What follows belongs to an exercise in optimizing a design on an open flow for small area, a short achievable clock period and few clock cycles per item; a production flow would make more cautious choices. The clock port is modelled as an ideal driver; clocking choices that lean on that would not hold on a real chip. No activity file was given, so power comes from the tool's default toggle rates.

==> module apb_slave, before the edit <==
module apb_slave #(
    parameter ADDR_WIDTH = 32 ,
    parameter DATA_WIDTH = 32 ,
    parameter STRB_WIDTH = DATA_WIDTH / 8)
(
    input                           PRESETn,
    input       [ADDR_WIDTH-1:0]    PADDR,
    input                           PSELx,
    input                           PENABLE,
    input                           PWRITE,
    input       [DATA_WIDTH-1:0]    PWDATA,
    input       [STRB_WIDTH-1:0]    PSTRB,
    output                          PREADY,
    output                          PSLVERR,
    output      [3:0]               RegIDX,
    output                          RegWR,
    output      [3:0]               RegRE,
    output      [3:0]               RegHOLD,
    output      [DATA_WIDTH-1:0]    RegWDATA
);
    wire [27:0] other = {PADDR[31:6], PADDR[1:0]};
    wire [6:0]  zero [0:1];
    genvar g, m;
    generate
        for (m = 0; m < 2; m = m + 1) begin : g_chk
            for (g = 0; g < 7; g = g + 1) begin : g_zero
                ApbZero4 z (.a(other[4*g +: 4]), .y(zero[m][g]));
            end
        end
    endgenerate
    wire rstn_n = ~PRESETn;
    assign RegIDX  = PADDR[5:2];
    wire rd_setup = PSELx & ~PENABLE & ~PWRITE;
    genvar l;
    generate
        for (l = 0; l < 4; l = l + 1) begin : g_lane
            ApbReadEnable ren (
                .zero    (zero[l / 2]),
                .setup   (rd_setup),
                .rstn_n  (rstn_n),
                .rd      (RegRE[l]),
                .hold    (RegHOLD[l])
            );
        end
    endgenerate
    ApbWriteEnable wen (
        .zero    (zero[0]),
        .psel    (PSELx),
        .penable (PENABLE),
        .pwrite  (PWRITE),
        .wr      (RegWR)
    );
    genvar b;
    generate
        for (b = 0; b < STRB_WIDTH; b = b + 1) begin : g_strb
            assign RegWDATA[8*b +: 8] = PWDATA[8*b +: 8] & {8{PSTRB[b]}};
        end
    endgenerate
    assign PREADY  = 1'b1;
    assign PSLVERR = 1'b0;
endmodule
==> module ApbReadEnable, before the edit <==
module ApbReadEnable (
    input  wire [6:0] zero,
    input  wire       setup,
    input  wire       rstn_n,
    output wire       rd,
    output wire       hold
);
    wire [1:0] x;
    ApbNand4 g0 (.a(zero[3:0]), .y(x[0]));
    ApbNand4 g1 (.a({zero[6:4], setup}), .y(x[1]));
    ApbNor2  g2 (.a(x[0]), .b(x[1]), .y(rd));
    ApbNor2  g3 (.a(rd), .b(rstn_n), .y(hold));
endmodule
==> module ApbNor2, before the edit <==
module ApbNor2 (
    input  wire a,
    input  wire b,
    output wire y
);
    assign y = ~(a | b);
endmodule
==> module RegisterFile, before the edit <==
module RegisterFile #(
    parameter DATA_WIDTH = 32
) (
    input wire                          PCLK,
    input wire [3:0]                    RegIDX,
    input wire                          RegWR,
    input wire [3:0]                    RegRE,
    input wire [3:0]                    RegHOLD,
    input wire [DATA_WIDTH-1 : 0]       RegWDATA,
    output reg [DATA_WIDTH-1 : 0]       RegRDATA
);
    wire [DATA_WIDTH-1:0] regs [0:15];
    wire [15:0] wsel;
    RegWriteDecode wdec (.wr(RegWR), .idx(RegIDX), .sel(wsel));
    reg  [15:0]           wsel_q;
    always @(posedge PCLK)
        wsel_q <= wsel;
    genvar r;
    generate
        for (r = 0; r < 16; r = r + 1) begin : g_reg
            reg [DATA_WIDTH-1:0] q;
            always @(posedge PCLK)
                if (wsel_q[r])
                    q <= RegWDATA;
            assign regs[r] = q;
        end
    endgenerate
    wire [15:0] rsel [0:1];
    RegDecode4 rdec0 (.idx(RegIDX), .sel(rsel[0]));
    RegDecode4 rdec1 (.idx(RegIDX), .sel(rsel[1]));
    wire [DATA_WIDTH-1:0] rd_next;
    genvar b;
    generate
        for (b = 0; b < DATA_WIDTH; b = b + 1) begin : g_rbit
            wire [15:0] col;
            genvar k;
            for (k = 0; k < 16; k = k + 1) begin : g_col
                assign col[k] = regs[k][b];
            end
            RegReadBit rbit (
                .sel   (rsel[b / 16]),
                .col   (col),
                .en    (RegRE[b / 8]),
                .hold  (RegHOLD[b / 8]),
                .q     (RegRDATA[b]),
                .d     (rd_next[b])
            );
        end
    endgenerate
    always @(posedge PCLK)
        RegRDATA <= rd_next;
endmodule
==> flow/config.mk <==
export PLATFORM = sky130hd
export DESIGN_NAME = apb_wrapper
export DESIGN_NICKNAME = apb_wrapper
export VERILOG_FILES = /design/flow/design.v
export SDC_FILE = /design/flow/constraint.sdc
export NUM_CORES = 4
export LEC_CHECK = 0
export ABC_CLOCK_PERIOD_IN_PS = 2000
export CAP_MARGIN = 20
export CORE_MARGIN = 2
export CORE_UTILIZATION = 60
export CTS_BUF_LIST = sky130_fd_sc_hd__clkbuf_16
export CTS_CLUSTER_DIAMETER = 100
export CTS_CLUSTER_SIZE = 30
export SETUP_SLACK_MARGIN = 3.05
export SLEW_MARGIN = 20
export SYNTH_HIERARCHICAL = 1
export SYNTH_MINIMUM_KEEP_SIZE = 0
==> flow/constraint.sdc <==
create_clock -name core_clock -period 5.0 [get_ports {PCLK}]
set_input_delay 1.0000 -clock core_clock [delete_from_list [all_inputs] [get_ports {PCLK}]]
set_output_delay 1.0000 -clock core_clock [all_outputs]
set_load 0.01 [all_outputs]
standard.sh (not shown) runs the stock make flow with config.mk's settings and CLKGATE_MAP_FILE= SYNTH_SCRIPT=/design/flow/synth_recipe.tcl, a recipe that flattens the netlist after the stock synthesis.
==> flow/flow/run.sh <==
#!/bin/bash
# Layout flow: the standard ORFS flow (standard.sh) with three changes:
# - before floorplanning, the read mux's a22oi_2 cells are downsized to
#   a22oi_1 (flow/pre_floorplan.tcl);
# - every input and output port is buffered by a plain buf_2 instead of the
#   buffer the resizer picks by default (clkdlybuf4s50_1, a slow delay cell);
# - after clock tree synthesis, the tree's root buffer is removed and the
#   clock port feeds the first-level clock buffers (flow/post_cts.tcl).
set -euo pipefail
export BUFFER_PORTS_ARGS="-buffer_cell sky130_fd_sc_hd__buf_2"
export FLOW_CLOCK_PORT=PCLK
export PRE_FLOORPLAN_TCL="$PWD/flow/pre_floorplan.tcl"
export POST_CTS_TCL="$PWD/flow/post_cts.tcl"
bash standard.sh finish > standard_flow.log 2>&1
Other scripts of this flow, unchanged in this note and not shown: flow/flow/post_cts.tcl, flow/flow/pre_floorplan.tcl
==> next run, changes <==
--- a/flow/design.v
+++ b/flow/design.v
@@ -20,14 +20,11 @@
 );
     wire [27:0] other = {PADDR[31:6], PADDR[1:0]};
-    wire [6:0]  zero [0:1];
-    genvar g, m;
-    generate
-        for (m = 0; m < 2; m = m + 1) begin : g_chk
-            for (g = 0; g < 7; g = g + 1) begin : g_zero
-                ApbZero4 z (.a(other[4*g +: 4]), .y(zero[m][g]));
-            end
-        end
-    endgenerate
-    wire rstn_n = ~PRESETn;
+    wire [6:0]  zero;
+    genvar g;
+    generate
+        for (g = 0; g < 7; g = g + 1) begin : g_zero
+            ApbZero4 z (.a(other[4*g +: 4]), .y(zero[g]));
+        end
+    endgenerate
     assign RegIDX  = PADDR[5:2];
     wire rd_setup = PSELx & ~PENABLE & ~PWRITE;
@@ -36,7 +33,7 @@
         for (l = 0; l < 4; l = l + 1) begin : g_lane
             ApbReadEnable ren (
-                .zero    (zero[l / 2]),
+                .zero    (zero),
                 .setup   (rd_setup),
-                .rstn_n  (rstn_n),
+                .rstn    (PRESETn),
                 .rd      (RegRE[l]),
                 .hold    (RegHOLD[l])
@@ -45,5 +42,5 @@
     endgenerate
     ApbWriteEnable wen (
-        .zero    (zero[0]),
+        .zero    (zero),
         .psel    (PSELx),
         .penable (PENABLE),
@@ -69,5 +66,5 @@
     input  wire [6:0] zero,
     input  wire       setup,
-    input  wire       rstn_n,
+    input  wire       rstn,
     output wire       rd,
     output wire       hold
@@ -76,13 +73,6 @@
     ApbNand4 g0 (.a(zero[3:0]), .y(x[0]));
     ApbNand4 g1 (.a({zero[6:4], setup}), .y(x[1]));
-    ApbNor2  g2 (.a(x[0]), .b(x[1]), .y(rd));
-    ApbNor2  g3 (.a(rd), .b(rstn_n), .y(hold));
-endmodule
-module ApbNor2 (
-    input  wire a,
-    input  wire b,
-    output wire y
-);
-    assign y = ~(a | b);
+    assign rd   = ~(x[0] | x[1]);
+    assign hold = (x[0] | x[1]) & rstn;
 endmodule
 module ApbNand4 (
@@ -128,7 +118,6 @@
         end
     endgenerate
-    wire [15:0] rsel [0:1];
-    RegDecode4 rdec0 (.idx(RegIDX), .sel(rsel[0]));
-    RegDecode4 rdec1 (.idx(RegIDX), .sel(rsel[1]));
+    wire [15:0] rsel;
+    RegDecode4 rdec (.idx(RegIDX), .sel(rsel));
     wire [DATA_WIDTH-1:0] rd_next;
     genvar b;
@@ -141,5 +130,5 @@
             end
             RegReadBit rbit (
-                .sel   (rsel[b / 16]),
+                .sel   (rsel),
                 .col   (col),
                 .en    (RegRE[b / 8]),
Utilization is higher by 0.36 points.
Power barely changes.
Final area is lower by 1.5%.
Final cell count is lower by 2.6%.
Critical path depth is higher by 1.
Worst setup slack gets worse by 0.15 ns.
Wire length is higher by 0.74%.
Synthesized cell count is lower by 2.2%.
Via count is lower by 0.67%.
Die area is lower by 1.3%.
Count of clock-buffer cells in the layout does not change.
Sequential share of layout area is higher by 1.0 points.
No functional check of the RTL was part of any run of this note.

## port drivers added, routing unchanged
No port has a modelled driver above. Below, the same layouts with a new extraction and two added sets of constraints.
Step 1 assumes that a clkbuf_16 drives the clock port and a buf_2 every other input.
Step 2 times the ports against the registers' clock, not the clock port: input delays grow and output delays shrink by t, the midpoint of the rising clock arrivals with the driver on.
Slacks: ideal ports / drivers / drivers and shift; pairs: ideal ports / drivers.
| run | t (ns) | setup slack, ns | worst setup path after step 2 |
|---|---|---|---|
| the first run | 0.491 | 2.967 / 2.990 / 2.499 | input to register |
| the second run | 0.488 | 2.813 / 2.848 / 2.360 | input to register |
After both steps setup and hold are still met in every run listed. For the first run, which loses most, drivers alone change the setup slack by +0.023 ns; drivers and shift together by -0.468 ns.
